Background: an optimization exercise with open tools, aiming at small area and a short achievable clock period. Do not read the settings as production practice. No functional check of the RTL was part of any run shown here. No activity file was given, so power comes from the tool's default toggle rates.

==> flow/design.v (outline; a module is shown in full before it is edited, if it fits) <==
// module fa: 4 lines
// module ha: 4 lines
// module top_fp_mul_N32_M23_E8: 1335 lines
module top_fp_mul_N32_M23_E8(input  wire clk,
                             input  wire [31:0] a1,
                             input  wire [31:0] b1,
                             output wire [31:0] y);
  // ...
==> flow/flow/run.sh <==
#!/bin/bash
bash standard.sh MATCH_CELL_FOOTPRINT=0 "BUFFER_PORTS_ARGS=-buffer_cell sky130_fd_sc_hd__buf_2" finish > standard.log 2>&1
==> flow/standard.sh <==
#!/bin/bash
# synth_recipe.tcl (not shown) runs the flow's synth.tcl, then flattens the netlist and writes it again
# the make line also repeats each setting of config.mk as NAME=value (left out here)
make -C /OpenROAD-flow-scripts/flow DESIGN_CONFIG=/design/flow/config.mk WORK_HOME=/design/flow/orfs CLKGATE_MAP_FILE= SYNTH_SCRIPT=/design/flow/synth_recipe.tcl "${@:-finish}"
==> flow/config.mk <==
export PLATFORM = sky130hd
export DESIGN_NAME = top_fp_mul_N32_M23_E8
export DESIGN_NICKNAME = top_fp_mul_N32_M23_E8
export VERILOG_FILES = /design/flow/design.v
export SDC_FILE = /design/flow/constraint.sdc
export NUM_CORES = 4
export LEC_CHECK = 0
export ABC_AREA = 1
export CAP_MARGIN = 20
export CORE_MARGIN = 2
export CORE_UTILIZATION = 40
export SETUP_SLACK_MARGIN = 3.5
export SLEW_MARGIN = 20
export SYNTH_HIERARCHICAL = 1
==> flow/constraint.sdc <==
create_clock -name core_clock -period 8.5 [get_ports {clk}]
set_input_delay 1.7000 -clock core_clock [delete_from_list [all_inputs] [get_ports {clk}]]
set_output_delay 1.7000 -clock core_clock [all_outputs]
set_load 0.01 [all_outputs]
==> results.cfg, run 1 <==
[timing]
fmax_mhz = 207
fin_hold_ws_ns = 0.323
hold_violations = 0

[setup_path]
worstRegToRegCells = 20
critical_path_required_ns = 8.87
timing.rr.start = negr[6]
path_max_fanout = 27

[placement]
dp_cells = 2364
portBuffers = 96

[clock_tree]
hold_buffers = 0
cts_root_buffer = clkbuf_16
cts_buffers = 17

[routing]
wl_met2_um = 22300
vias_per_cell = 5.64
dr.max_layer_used = met4
drc = 0

[logic_synthesis]
synth-seq-area-share = 0.163
synthSimpleGateAreaFrac = 0.0881
synth-warning-count = 7
ys_types = 50
synth_area_leaders = fa_1 (32%), dfxtp_1 (16%), xor2_1 (15%)
synthTopCellsByCount = xor2_1 (286), fa_1 (271), o22ai_1 (245)

[final_layout]
layout.nonclk_buf_frac = 0.0502
area_growth_pct = 10.0
seq_area_frac = 0.148
fin_util = 0.448
fillerInstances = 4009
fin_cells = 2402

[power_and_ir_drop]
comb_power_share = 0.779
leakage_nw = 8.13
seq_power_share = 0.129
seq-power_mw = 1.01
p_clk_mw = 0.716

[floorplan]
rows = 74
nWellTaps = 532

[run]
maxCapViolCount = 0

[run_status]
outcome = no timing/DRC/antenna violations

[global_route]
grt_first_pass_wirelength_um = 78300
==> run 2, diff against run 1 <==
--- a/flow/design.v
+++ b/flow/design.v
@@ -1232,74 +1232,39 @@
   fa u569 (.a(c559), .b(s566), .ci(c561), .s(s568), .co(c569));
   fa u571 (.a(i10), .b(c565), .ci(pp10[24]), .s(s570), .co(c571));
   fa u573 (.a(pp11[22]), .b(c567), .ci(s570), .s(s572), .co(c573));
   fa u575 (.a(nneg[10]), .b(ra[20]), .ci(ra[21]), .s(s574), .co(c575));
   fa u577 (.a(pp11[23]), .b(s574), .ci(c571), .s(s576), .co(c577));
   fa u579 (.a(i11), .b(c575), .ci(pp11[24]), .s(s578), .co(c579));
   wire [18:0] lx = {c155, c139, c123, c109, c95, s92, c71, c61, c51, s48, c35, s32, s26, s20, s16, c13, pp1[0], pp0[1], neg[0]};
   wire [18:0] ly = {s172, s154, s138, s122, s108, s94, s82, s70, s60, s50, s42, s34, s28, s22, s18, s14, s12, 1'b0, pp0[0]};
-  wire cg1 = (lx[1] & ly[1]) | ((lx[1] | ly[1]) & (lx[0] & ly[0]));
-  wire cp1 = (lx[1] | ly[1]) & (lx[0] | ly[0]);
-  wire cg2 = (lx[3] & ly[3]) | ((lx[3] | ly[3]) & (lx[2] & ly[2]));
-  wire cp2 = (lx[3] | ly[3]) & (lx[2] | ly[2]);
-  wire cg3 = cg2 | (cp2 & cg1);
-  wire cp3 = cp2 & cp1;
-  wire cg4 = (lx[4] & ly[4]) | ((lx[4] | ly[4]) & cg3);
-  wire cp4 = (lx[4] | ly[4]) & cp3;
-  wire cg5 = (lx[5] & ly[5]) | ((lx[5] | ly[5]) & cg4);
-  wire cp5 = (lx[5] | ly[5]) & cp4;
-  wire cg6 = (lx[6] & ly[6]) | ((lx[6] | ly[6]) & cg5);
-  wire cp6 = (lx[6] | ly[6]) & cp5;
-  wire cg7 = (lx[7] & ly[7]) | ((lx[7] | ly[7]) & cg6);
-  wire cp7 = (lx[7] | ly[7]) & cp6;
-  wire cg8 = (lx[8] & ly[8]) | ((lx[8] | ly[8]) & cg7);
-  wire cp8 = (lx[8] | ly[8]) & cp7;
-  wire cg9 = (lx[9] & ly[9]) | ((lx[9] | ly[9]) & cg8);
-  wire cp9 = (lx[9] | ly[9]) & cp8;
-  wire cg10 = (lx[11] & ly[11]) | ((lx[11] | ly[11]) & (lx[10] & ly[10]));
-  wire cp10 = (lx[11] | ly[11]) & (lx[10] | ly[10]);
-  wire cg11 = (lx[12] & ly[12]) | ((lx[12] | ly[12]) & cg10);
-  wire cp11 = (lx[12] | ly[12]) & cp10;
-  wire cg12 = cg11 | (cp11 & cg9);
-  wire cp12 = cp11 & cp9;
-  wire cg13 = (lx[14] & ly[14]) | ((lx[14] | ly[14]) & (lx[13] & ly[13]));
-  wire cp13 = (lx[14] | ly[14]) & (lx[13] | ly[13]);
-  wire cg14 = (lx[16] & ly[16]) | ((lx[16] | ly[16]) & (lx[15] & ly[15]));
-  wire cp14 = (lx[16] | ly[16]) & (lx[15] | ly[15]);
-  wire cg15 = (lx[18] & ly[18]) | ((lx[18] | ly[18]) & (lx[17] & ly[17]));
-  wire cp15 = (lx[18] | ly[18]) & (lx[17] | ly[17]);
-  wire cg16 = cg13 | (cp13 & cg12);
-  wire cp16 = cp13 & cp12;
-  wire cg17 = cg15 | (cp15 & cg14);
-  wire cp17 = cp15 & cp14;
-  wire cg18 = cg17 | (cp17 & cg16);
-  wire cp18 = cp17 & cp16;
-  wire [19:19] lsum;
-  assign lsum[19] = cg18;
+  wire [19:0] lsum = {1'b0, lx} + {1'b0, ly};
   wire [3:0] mx = {c231, c211, c191, s188};
   wire [3:0] my = {s250, s230, s210, s190};
   wire x23 = s272;
-  wire [15:0] lgx = {c531, c521, c509, c497, c483, c469, c453, c437, c419, c401, c381, c361, c339, c317, c295, c273};
-  wire [15:0] lgy = {s540, s530, s520, s508, s496, s482, s468, s452, s436, s418, s400, s380, s360, s338, s316, s294};
-  wire [7:0] hgx = {c579, c577, c573, c569, c563, c557, c549, c541};
-  wire [7:0] hgy = {i11, s578, s576, s572, s568, s562, s556, s548};
-  wire [7:0] hg0 = hgx & hgy;
-  wire [7:0] hp0 = hgx ^ hgy;
-  wire [7:0] hg1 = {(hg0[7] | (hp0[7] & hg0[6])), (hg0[6]), (hg0[5] | (hp0[5] & hg0[4])), (hg0[4]), (hg0[3] | (hp0[3] & hg0[2])), (hg0[2]), (hg0[1] | (hp0[1] & hg0[0])), (hg0[0])};
-  wire [7:0] hp1 = {(hp0[7] & hp0[6]), (hp0[6]), (hp0[5] & hp0[4]), (hp0[4]), (hp0[3] & hp0[2]), (hp0[2]), (hp0[1] & hp0[0]), (hp0[0])};
-  wire [7:0] hg2 = {(hg1[7] | (hp1[7] & hg1[5])), (hg1[6] | (hp1[6] & hg1[5])), (hg1[5]), (hg1[4]), (hg1[3] | (hp1[3] & hg1[1])), (hg1[2] | (hp1[2] & hg1[1])), (hg1[1]), (hg1[0])};
-  wire [7:0] hp2 = {(hp1[7] & hp1[5]), (hp1[6] & hp1[5]), (hp1[5]), (hp1[4]), (hp1[3] & hp1[1]), (hp1[2] & hp1[1]), (hp1[1]), (hp1[0])};
-  wire [7:0] hg3 = {(hg2[7] | (hp2[7] & hg2[3])), (hg2[6] | (hp2[6] & hg2[3])), (hg2[5] | (hp2[5] & hg2[3])), (hg2[4] | (hp2[4] & hg2[3])), (hg2[3]), (hg2[2]), (hg2[1]), (hg2[0])};
-  wire [7:0] hp3 = {(hp2[7] & hp2[3]), (hp2[6] & hp2[3]), (hp2[5] & hp2[3]), (hp2[4] & hp2[3]), (hp2[3]), (hp2[2]), (hp2[1]), (hp2[0])};
-  wire [7:0] hs0 = (hgx ^ hgy) ^ {hg3[6:0], 1'b0};
-  wire [7:0] hs1 = (hgx ^ hgy) ^ {hg3[6:0] | hp3[6:0], 1'b1};
+  wire [7:0] lgx = {c419, c401, c381, c361, c339, c317, c295, c273};
+  wire [7:0] lgy = {s436, s418, s400, s380, s360, s338, s316, s294};
+  wire [15:0] hgx = {c579, c577, c573, c569, c563, c557, c549, c541, c531, c521, c509, c497, c483, c469, c453, c437};
+  wire [15:0] hgy = {i11, s578, s576, s572, s568, s562, s556, s548, s540, s530, s520, s508, s496, s482, s468, s452};
+  wire [15:0] hg0 = hgx & hgy;
+  wire [15:0] hp0 = hgx ^ hgy;
+  wire [15:0] hg1 = {(hg0[15] | (hp0[15] & hg0[14])), (hg0[14]), (hg0[13] | (hp0[13] & hg0[12])), (hg0[12]), (hg0[11] | (hp0[11] & hg0[10])), (hg0[10]), (hg0[9] | (hp0[9] & hg0[8])), (hg0[8]), (hg0[7] | (hp0[7] & hg0[6])), (hg0[6]), (hg0[5] | (hp0[5] & hg0[4])), (hg0[4]), (hg0[3] | (hp0[3] & hg0[2])), (hg0[2]), (hg0[1] | (hp0[1] & hg0[0])), (hg0[0])};
+  wire [15:0] hp1 = {(hp0[15] & hp0[14]), (hp0[14]), (hp0[13] & hp0[12]), (hp0[12]), (hp0[11] & hp0[10]), (hp0[10]), (hp0[9] & hp0[8]), (hp0[8]), (hp0[7] & hp0[6]), (hp0[6]), (hp0[5] & hp0[4]), (hp0[4]), (hp0[3] & hp0[2]), (hp0[2]), (hp0[1] & hp0[0]), (hp0[0])};
+  wire [15:0] hg2 = {(hg1[15] | (hp1[15] & hg1[13])), (hg1[14] | (hp1[14] & hg1[13])), (hg1[13]), (hg1[12]), (hg1[11] | (hp1[11] & hg1[9])), (hg1[10] | (hp1[10] & hg1[9])), (hg1[9]), (hg1[8]), (hg1[7] | (hp1[7] & hg1[5])), (hg1[6] | (hp1[6] & hg1[5])), (hg1[5]), (hg1[4]), (hg1[3] | (hp1[3] & hg1[1])), (hg1[2] | (hp1[2] & hg1[1])), (hg1[1]), (hg1[0])};
+  wire [15:0] hp2 = {(hp1[15] & hp1[13]), (hp1[14] & hp1[13]), (hp1[13]), (hp1[12]), (hp1[11] & hp1[9]), (hp1[10] & hp1[9]), (hp1[9]), (hp1[8]), (hp1[7] & hp1[5]), (hp1[6] & hp1[5]), (hp1[5]), (hp1[4]), (hp1[3] & hp1[1]), (hp1[2] & hp1[1]), (hp1[1]), (hp1[0])};
+  wire [15:0] hg3 = {(hg2[15] | (hp2[15] & hg2[11])), (hg2[14] | (hp2[14] & hg2[11])), (hg2[13] | (hp2[13] & hg2[11])), (hg2[12] | (hp2[12] & hg2[11])), (hg2[11]), (hg2[10]), (hg2[9]), (hg2[8]), (hg2[7] | (hp2[7] & hg2[3])), (hg2[6] | (hp2[6] & hg2[3])), (hg2[5] | (hp2[5] & hg2[3])), (hg2[4] | (hp2[4] & hg2[3])), (hg2[3]), (hg2[2]), (hg2[1]), (hg2[0])};
+  wire [15:0] hp3 = {(hp2[15] & hp2[11]), (hp2[14] & hp2[11]), (hp2[13] & hp2[11]), (hp2[12] & hp2[11]), (hp2[11]), (hp2[10]), (hp2[9]), (hp2[8]), (hp2[7] & hp2[3]), (hp2[6] & hp2[3]), (hp2[5] & hp2[3]), (hp2[4] & hp2[3]), (hp2[3]), (hp2[2]), (hp2[1]), (hp2[0])};
+  wire [15:0] hg4 = {(hg3[15] | (hp3[15] & hg3[7])), (hg3[14] | (hp3[14] & hg3[7])), (hg3[13] | (hp3[13] & hg3[7])), (hg3[12] | (hp3[12] & hg3[7])), (hg3[11] | (hp3[11] & hg3[7])), (hg3[10] | (hp3[10] & hg3[7])), (hg3[9] | (hp3[9] & hg3[7])), (hg3[8] | (hp3[8] & hg3[7])), (hg3[7]), (hg3[6]), (hg3[5]), (hg3[4]), (hg3[3]), (hg3[2]), (hg3[1]), (hg3[0])};
+  wire [15:0] hp4 = {(hp3[15] & hp3[7]), (hp3[14] & hp3[7]), (hp3[13] & hp3[7]), (hp3[12] & hp3[7]), (hp3[11] & hp3[7]), (hp3[10] & hp3[7]), (hp3[9] & hp3[7]), (hp3[8] & hp3[7]), (hp3[7]), (hp3[6]), (hp3[5]), (hp3[4]), (hp3[3]), (hp3[2]), (hp3[1]), (hp3[0])};
+  wire [15:0] hs0 = (hgx ^ hgy) ^ {hg4[14:0], 1'b0};
+  wire [15:0] hs1 = (hgx ^ hgy) ^ {hg4[14:0] | hp4[14:0], 1'b1};
   reg         rx23, rcj, rS2, rs2;
-  reg  [15:0] rlx, rly;     
-  reg  [7:0] rh0, rh1;     
+  reg  [7:0] rlx, rly;     
+  reg  [15:0] rh0, rh1;     
   reg  [3:0] rmx, rmy;      
   reg  [7:0]  re2;
   always @(posedge clk) begin
     rx23 <= x23;
     rlx  <= lgx;
     rly  <= lgy;
     rh0  <= hs0;
     rh1  <= hs1;
@@ -1315,30 +1280,28 @@
   wire q_c23 = msum[4];
   wire r1 = q_p22 | rS2;
   wire r0 = q_p22 & rS2;
   wire q_p0 = rx23 ^ q_c23;
   wire q_g0 = rx23 & q_c23;
   wire ci_n  = q_g0;                    
   wire ci_r0 = q_g0 | (q_p0 & r0);
   wire ci_r1 = q_g0 | (q_p0 & r1);
-  wire [15:0] lp = rlx ^ rly;
-  wire [15:0] lg0 = rlx & rly;
-  wire [15:0] lp0 = lp;
-  wire [15:0] lg1 = {(lg0[15] | (lp0[15] & lg0[14])), (lg0[14]), (lg0[13] | (lp0[13] & lg0[12])), (lg0[12]), (lg0[11] | (lp0[11] & lg0[10])), (lg0[10]), (lg0[9] | (lp0[9] & lg0[8])), (lg0[8]), (lg0[7] | (lp0[7] & lg0[6])), (lg0[6]), (lg0[5] | (lp0[5] & lg0[4])), (lg0[4]), (lg0[3] | (lp0[3] & lg0[2])), (lg0[2]), (lg0[1] | (lp0[1] & lg0[0])), (lg0[0])};
-  wire [15:0] lp1 = {(lp0[15] & lp0[14]), (lp0[14]), (lp0[13] & lp0[12]), (lp0[12]), (lp0[11] & lp0[10]), (lp0[10]), (lp0[9] & lp0[8]), (lp0[8]), (lp0[7] & lp0[6]), (lp0[6]), (lp0[5] & lp0[4]), (lp0[4]), (lp0[3] & lp0[2]), (lp0[2]), (lp0[1] & lp0[0]), (lp0[0])};
-  wire [15:0] lg2 = {(lg1[15] | (lp1[15] & lg1[13])), (lg1[14] | (lp1[14] & lg1[13])), (lg1[13]), (lg1[12]), (lg1[11] | (lp1[11] & lg1[9])), (lg1[10] | (lp1[10] & lg1[9])), (lg1[9]), (lg1[8]), (lg1[7] | (lp1[7] & lg1[5])), (lg1[6] | (lp1[6] & lg1[5])), (lg1[5]), (lg1[4]), (lg1[3] | (lp1[3] & lg1[1])), (lg1[2] | (lp1[2] & lg1[1])), (lg1[1]), (lg1[0])};
-  wire [15:0] lp2 = {(lp1[15] & lp1[13]), (lp1[14] & lp1[13]), (lp1[13]), (lp1[12]), (lp1[11] & lp1[9]), (lp1[10] & lp1[9]), (lp1[9]), (lp1[8]), (lp1[7] & lp1[5]), (lp1[6] & lp1[5]), (lp1[5]), (lp1[4]), (lp1[3] & lp1[1]), (lp1[2] & lp1[1]), (lp1[1]), (lp1[0])};
-  wire [15:0] lg3 = {(lg2[15] | (lp2[15] & lg2[11])), (lg2[14] | (lp2[14] & lg2[11])), (lg2[13] | (lp2[13] & lg2[11])), (lg2[12] | (lp2[12] & lg2[11])), (lg2[11]), (lg2[10]), (lg2[9]), (lg2[8]), (lg2[7] | (lp2[7] & lg2[3])), (lg2[6] | (lp2[6] & lg2[3])), (lg2[5] | (lp2[5] & lg2[3])), (lg2[4] | (lp2[4] & lg2[3])), (lg2[3]), (lg2[2]), (lg2[1]), (lg2[0])};
-  wire [15:0] lp3 = {(lp2[15] & lp2[11]), (lp2[14] & lp2[11]), (lp2[13] & lp2[11]), (lp2[12] & lp2[11]), (lp2[11]), (lp2[10]), (lp2[9]), (lp2[8]), (lp2[7] & lp2[3]), (lp2[6] & lp2[3]), (lp2[5] & lp2[3]), (lp2[4] & lp2[3]), (lp2[3]), (lp2[2]), (lp2[1]), (lp2[0])};
-  wire [15:0] lg4 = {(lg3[15] | (lp3[15] & lg3[7])), (lg3[14] | (lp3[14] & lg3[7])), (lg3[13] | (lp3[13] & lg3[7])), (lg3[12] | (lp3[12] & lg3[7])), (lg3[11] | (lp3[11] & lg3[7])), (lg3[10] | (lp3[10] & lg3[7])), (lg3[9] | (lp3[9] & lg3[7])), (lg3[8] | (lp3[8] & lg3[7])), (lg3[7]), (lg3[6]), (lg3[5]), (lg3[4]), (lg3[3]), (lg3[2]), (lg3[1]), (lg3[0])};
-  wire [15:0] lp4 = {(lp3[15] & lp3[7]), (lp3[14] & lp3[7]), (lp3[13] & lp3[7]), (lp3[12] & lp3[7]), (lp3[11] & lp3[7]), (lp3[10] & lp3[7]), (lp3[9] & lp3[7]), (lp3[8] & lp3[7]), (lp3[7]), (lp3[6]), (lp3[5]), (lp3[4]), (lp3[3]), (lp3[2]), (lp3[1]), (lp3[0])};
-  wire [16:0] cn  = {lg4 | (lp4 & {16{ci_n}}),  ci_n};
-  wire [16:0] cr0 = {lg4 | (lp4 & {16{ci_r0}}), ci_r0};
-  wire [16:0] cr1 = {lg4 | (lp4 & {16{ci_r1}}), ci_r1};
-  wire [24:0] w0 = {cr0[16] ? rh1 : rh0, lp ^ cr0[15:0], q_p0 ^ r0};
-  wire [24:0] w1 = {cr1[16] ? rh1 : rh0, lp ^ cr1[15:0], q_p0 ^ r1};
-  wire n = cn[16] ? rh1[7] : rh0[7];
+  wire [7:0] lp = rlx ^ rly;
+  wire [7:0] lg0 = rlx & rly;
+  wire [7:0] lp0 = lp;
+  wire [7:0] lg1 = {(lg0[7] | (lp0[7] & lg0[6])), (lg0[6]), (lg0[5] | (lp0[5] & lg0[4])), (lg0[4]), (lg0[3] | (lp0[3] & lg0[2])), (lg0[2]), (lg0[1] | (lp0[1] & lg0[0])), (lg0[0])};
+  wire [7:0] lp1 = {(lp0[7] & lp0[6]), (lp0[6]), (lp0[5] & lp0[4]), (lp0[4]), (lp0[3] & lp0[2]), (lp0[2]), (lp0[1] & lp0[0]), (lp0[0])};
+  wire [7:0] lg2 = {(lg1[7] | (lp1[7] & lg1[5])), (lg1[6] | (lp1[6] & lg1[5])), (lg1[5]), (lg1[4]), (lg1[3] | (lp1[3] & lg1[1])), (lg1[2] | (lp1[2] & lg1[1])), (lg1[1]), (lg1[0])};
+  wire [7:0] lp2 = {(lp1[7] & lp1[5]), (lp1[6] & lp1[5]), (lp1[5]), (lp1[4]), (lp1[3] & lp1[1]), (lp1[2] & lp1[1]), (lp1[1]), (lp1[0])};
+  wire [7:0] lg3 = {(lg2[7] | (lp2[7] & lg2[3])), (lg2[6] | (lp2[6] & lg2[3])), (lg2[5] | (lp2[5] & lg2[3])), (lg2[4] | (lp2[4] & lg2[3])), (lg2[3]), (lg2[2]), (lg2[1]), (lg2[0])};
+  wire [7:0] lp3 = {(lp2[7] & lp2[3]), (lp2[6] & lp2[3]), (lp2[5] & lp2[3]), (lp2[4] & lp2[3]), (lp2[3]), (lp2[2]), (lp2[1]), (lp2[0])};
+  wire [8:0] cn  = {lg3 | (lp3 & {8{ci_n}}),  ci_n};
+  wire [8:0] cr0 = {lg3 | (lp3 & {8{ci_r0}}), ci_r0};
+  wire [8:0] cr1 = {lg3 | (lp3 & {8{ci_r1}}), ci_r1};
+  wire [24:0] w0 = {cr0[8] ? rh1 : rh0, lp ^ cr0[7:0], q_p0 ^ r0};
+  wire [24:0] w1 = {cr1[8] ? rh1 : rh0, lp ^ cr1[7:0], q_p0 ^ r1};
+  wire n = cn[8] ? rh1[15] : rh0[15];
   wire [7:0] re2p1 = re2 + 8'd1;
   wire [7:0] e = n ? re2p1 : re2;
   wire [22:0] m = n ? w1[23:1] : w0[22:0];
   assign y = {rs2, e, m};
 endmodule
==> results.cfg, run 2 <==
[setup_path]
critical_path_required_ns = 8.82
crit_path_start_kind = register
cp.arrival_ns = 5.24
slowest_delay_ns = 0.57
cp_top_family = adder cells
worstRegToRegCells = 19
crit_buf_inv = 2
timing.rr.start = ra_n[5]
cp_cell_sequence = buf_12, inv_6, fa_2, fa_2, fa_2, fa_2, fa_2, fa_1, ha_2, fa_2, nand3_2, nand2_4, nand3_2, nand2_2, nand2_2, nand2_4, fa_2, o21bai_4, xor2_1
crit_type = register to register
critPathCaptureType = register
r2r_end = rh1[9]
path_max_fanout = 4
crit_top_cell = fa_2
cpMaxStageDelayCell = fa_2
timing.reg2reg.setup_slack_ns = 3.58

[final_layout]
drive_gt1_frac = 0.168
area_growth_pct = 15.5
final_common_cell = xor2_1
regMostFlops = ra_n
fillerInstances = 3818
largest_register_ffs = 23
reg_top3 = ra_n x23, rh0 x16, rh1 x16
final-seq-area_um2 = 2830
final_cell_mix = xor2_1 (291), fa_1 (256), o22ai_1 (239)
nNetsFinal = 2328
diodes = 0
fin_cells = 2462
multi_input_area_um2 = 13300

[logic_synthesis]
synth_edf_count = 0
yosys.cell_count.top_type = xor2_1
synth_area_per_cell_um2 = 9.24
synthFlopType = dfxtp_1
netlist_instances = 1844
ys_ff_latch = 136
async_flop_share = 0
synth_top_area_frac = 0.320
synth_area_leaders = fa_1 (32%), dfxtp_1 (16%), xor2_1 (15%)
syn_area_um2 = 17000
synth-warning-count = 7
synth-seq-area-share = 0.160
synthTopCellsByCount = xor2_1 (292), fa_1 (272), o22ai_1 (241)
synth_fp_nets = 2262
ys_types = 48
synth_top_cell_by_area = fa_1

[run_status]
outcome = no timing/DRC/antenna violations

[global_route]
antenna_found_initial = 1
grt_first_pass_wirelength_um = 81700
grt_overflow = 0
grt_pass1_vias = 14600
track_usage = 0.239
grt_max_degree = 33

[floorplan]
rows = 75
start_util = 0.406
die_w_um = 210
die_height_um = 210
dieArea_um2 = 44200
coreArea_um2 = 41900
io_pins = 97

[timing]
rsz0062_at_grt = true
setup_viol = 0
finalCriticalPeriod_ns = 4.92
worst_pin_slew_ns = 0.677
slew_viol_final = 0
slew_headroom = 0.545
setup_tns_ns = 0
min_period_over_period = 0.579
finalClockSkew_ns = 0.0170
hold_violations = 0
fmax_mhz = 203

[power_and_ir_drop]
power.density_nw_per_um2 = 499
comb_power_share = 0.813
internal-power_mw = 4.84
irDropWorstVdd_mv = 0.367
pwr-share-clk = 0.075
swShare = 0.507
seq_power_share = 0.112
leakage_nw = 8.70
switchingPower_mw = 4.98
totalPowerFinal_mw = 9.82

[clock_tree]
cts_buffers = 17
cts_tree = built
hold_buffers = 0
clock_sinks = 136
insertion_delay_ns = 0.45
path_clk_slew_ns = 0.06
cts_root_buffer = clkbuf_16
h-tree-depth = 4
cts_max_path_buffers = 2

[min_path]
min_to = re2[2]
worstHoldStart = re[2]
min_path_type = register to register
hold_depth = 0

[placement]
dp_cells = 2381
portBuffers = 96
hpwl_um = 34900
gp_congestion = 0.913

[routing]
wl_um = 53300
drc = 0
drt_iter0_markers = 1444
first_pass_iters = 6
via_count = 14200
vias_per_cell = 5.78
ant_nets = 0
wire_per_inst_um = 21.7

[run]
maxCapViolCount = 0
==> run 2: changes by cell type in the layout (fill, tap and decap cells not counted), moves of 10 or more <==
cell,previous run,this run
buf_12,0,16
buf_4,54,38
buf_6,2,18
clkbuf_16,17,28
dfxtp_1,134,105
dfxtp_4,0,27
fa_1,270,256
fa_2,1,16
ha_1,63,77
nand3_1,48,61
nor2_1,53,43
o21ai_0,53,29
==> run 2: cell families (layout without fill, tap and decap cells) <==
group                    Yosys count  after routing  share of synthesized area
AND/OR/NAND/NOR                  373            373                     0.0951
AO/OA/AOI/OAI                    366            366                      0.133
adder cells (fa/ha/maj)          353            353                      0.379
XOR/XNOR                         312            312                      0.160
buffers and inverters            302            381                     0.0713
flip-flops                       136            136                      0.160
multiplexers                       2              2                    0.00132
==> run 2: cell type report <==
type / instances / area share
sequential: 136 / 0.144
clock inverter: 11 / 0.00700
multi-input combinational: 1406 / 0.675
tap: 539 / 0.0343
timing repair buffer: 186 / 0.0848
timing repair inverter: 2 / 0.000763
inverter: 161 / 0.0317
clock buffer: 21 / 0.0229
==> run 2: what timing repair did <==
item	CTS	global route
setup buffers	24	12
endpoints found under the setup margin	52	38
pin swaps	6	8
hold endpoints to repair	0	0
gates resized for setup	103	61
gates cloned	8	5
==> run 2: worst register-to-register path: stages, from the launching register on <==
cell	delay, ns
dfxtp_4	0.36
buf_12	0.11
inv_6	0.04
fa_2	0.34
fa_2	0.57
fa_2	0.46
fa_2	0.39
fa_2	0.40
fa_1	0.46
ha_2	0.20
fa_2	0.35
nand3_2	0.10
nand2_4	0.07
nand3_2	0.07
nand2_2	0.07
nand2_2	0.10
nand2_4	0.05
fa_2	0.34
o21bai_4	0.18
xor2_1	0.14
==> run 2: metrics by stage <==
stage	utilization	hold slack, ns	cell area [um^2]	setup WS, ns
global placement	0.428	0.310	18000	2.93
global route	0.469	0.336	19700	3.43
detailed placement	0.428	0.312	18000	2.88
floorplan	-	0.310	17200	3.51
CTS	0.458	0.325	19200	3.48
finish	0.469	0.325	19700	3.58
==> run 2: modules after synthesis (local to each module, per instance) <==
module	cells inside	area, um^2	flip-flops and latches
ha	1	12.5	0
top_fp_mul_N32_M23_E8	1560	11500	136
fa	1	20.0	0
==> run 2: worst max path at each step <==
stage / startpoint / end / slack (ns) / cells after the start
6_report: ra_n[5] / rh1[9] / 3.58 / 19
5_1_grt: two_n[10] / rh1[9] / 3.43 / 19
4_1_cts: ra_n[5] / rh1[9] / 3.48 / 19
3_5_place_dp: ra_n[16] / rh1[9] / 2.88 / 18
3_3_place_gp: ra_n[16] / rh1[9] / 2.93 / 18
2_1_floorplan: negr[2] / rh1[9] / 3.51 / 20
==> run 2: power groups by stage <==
stage	Clock, mW	Sequential, mW	Combinational [mW]
after floorplan	0	1.07	5.71
after global placement	0	1.12	7.36
after detailed placement	0	1.12	7.54
after CTS	0.755	1.10	7.70
after global routing	0.783	1.12	9.15
final	0.738	1.10	7.98
==> run 2: metal layers <==
| metal | global-route usage | wire, um |
|---|---|---|
| met5 | 0 | 11 |
| met4 | 0.0866 | 2070 |
| met3 | 0.0691 | 6050 |
| met2 | 0.371 | 23500 |
| met1 | 0.318 | 21700 |

what the ideal ports hide:
The results above use ideal ports. As a check the final layouts listed here were re-extracted and re-timed, cells and wires unchanged.
Step 1, drivers: a clkbuf_16 drives clk and a buf_2 each remaining input, both assumed.
Step 2, shift: input delay + t, output delay - t, t = (earliest + latest rising clock arrival at the registers) / 2. This alone moves slack from input paths to output paths.
a / b / c = no drivers / after step 1 / after step 2; a / b = the first two.
run	t, ns	setup slack, ns	worst setup path after step 2	clock arrival spread, ns	cell pins on the clock port's net
run 1	0.492	3.674 / 3.674 / 3.674	register to register	0.019 / 0.018	1
run 2	0.496	3.580 / 3.580 / 3.580	register to register	0.017 / 0.017	1
After both steps setup and hold are still met in every run listed.
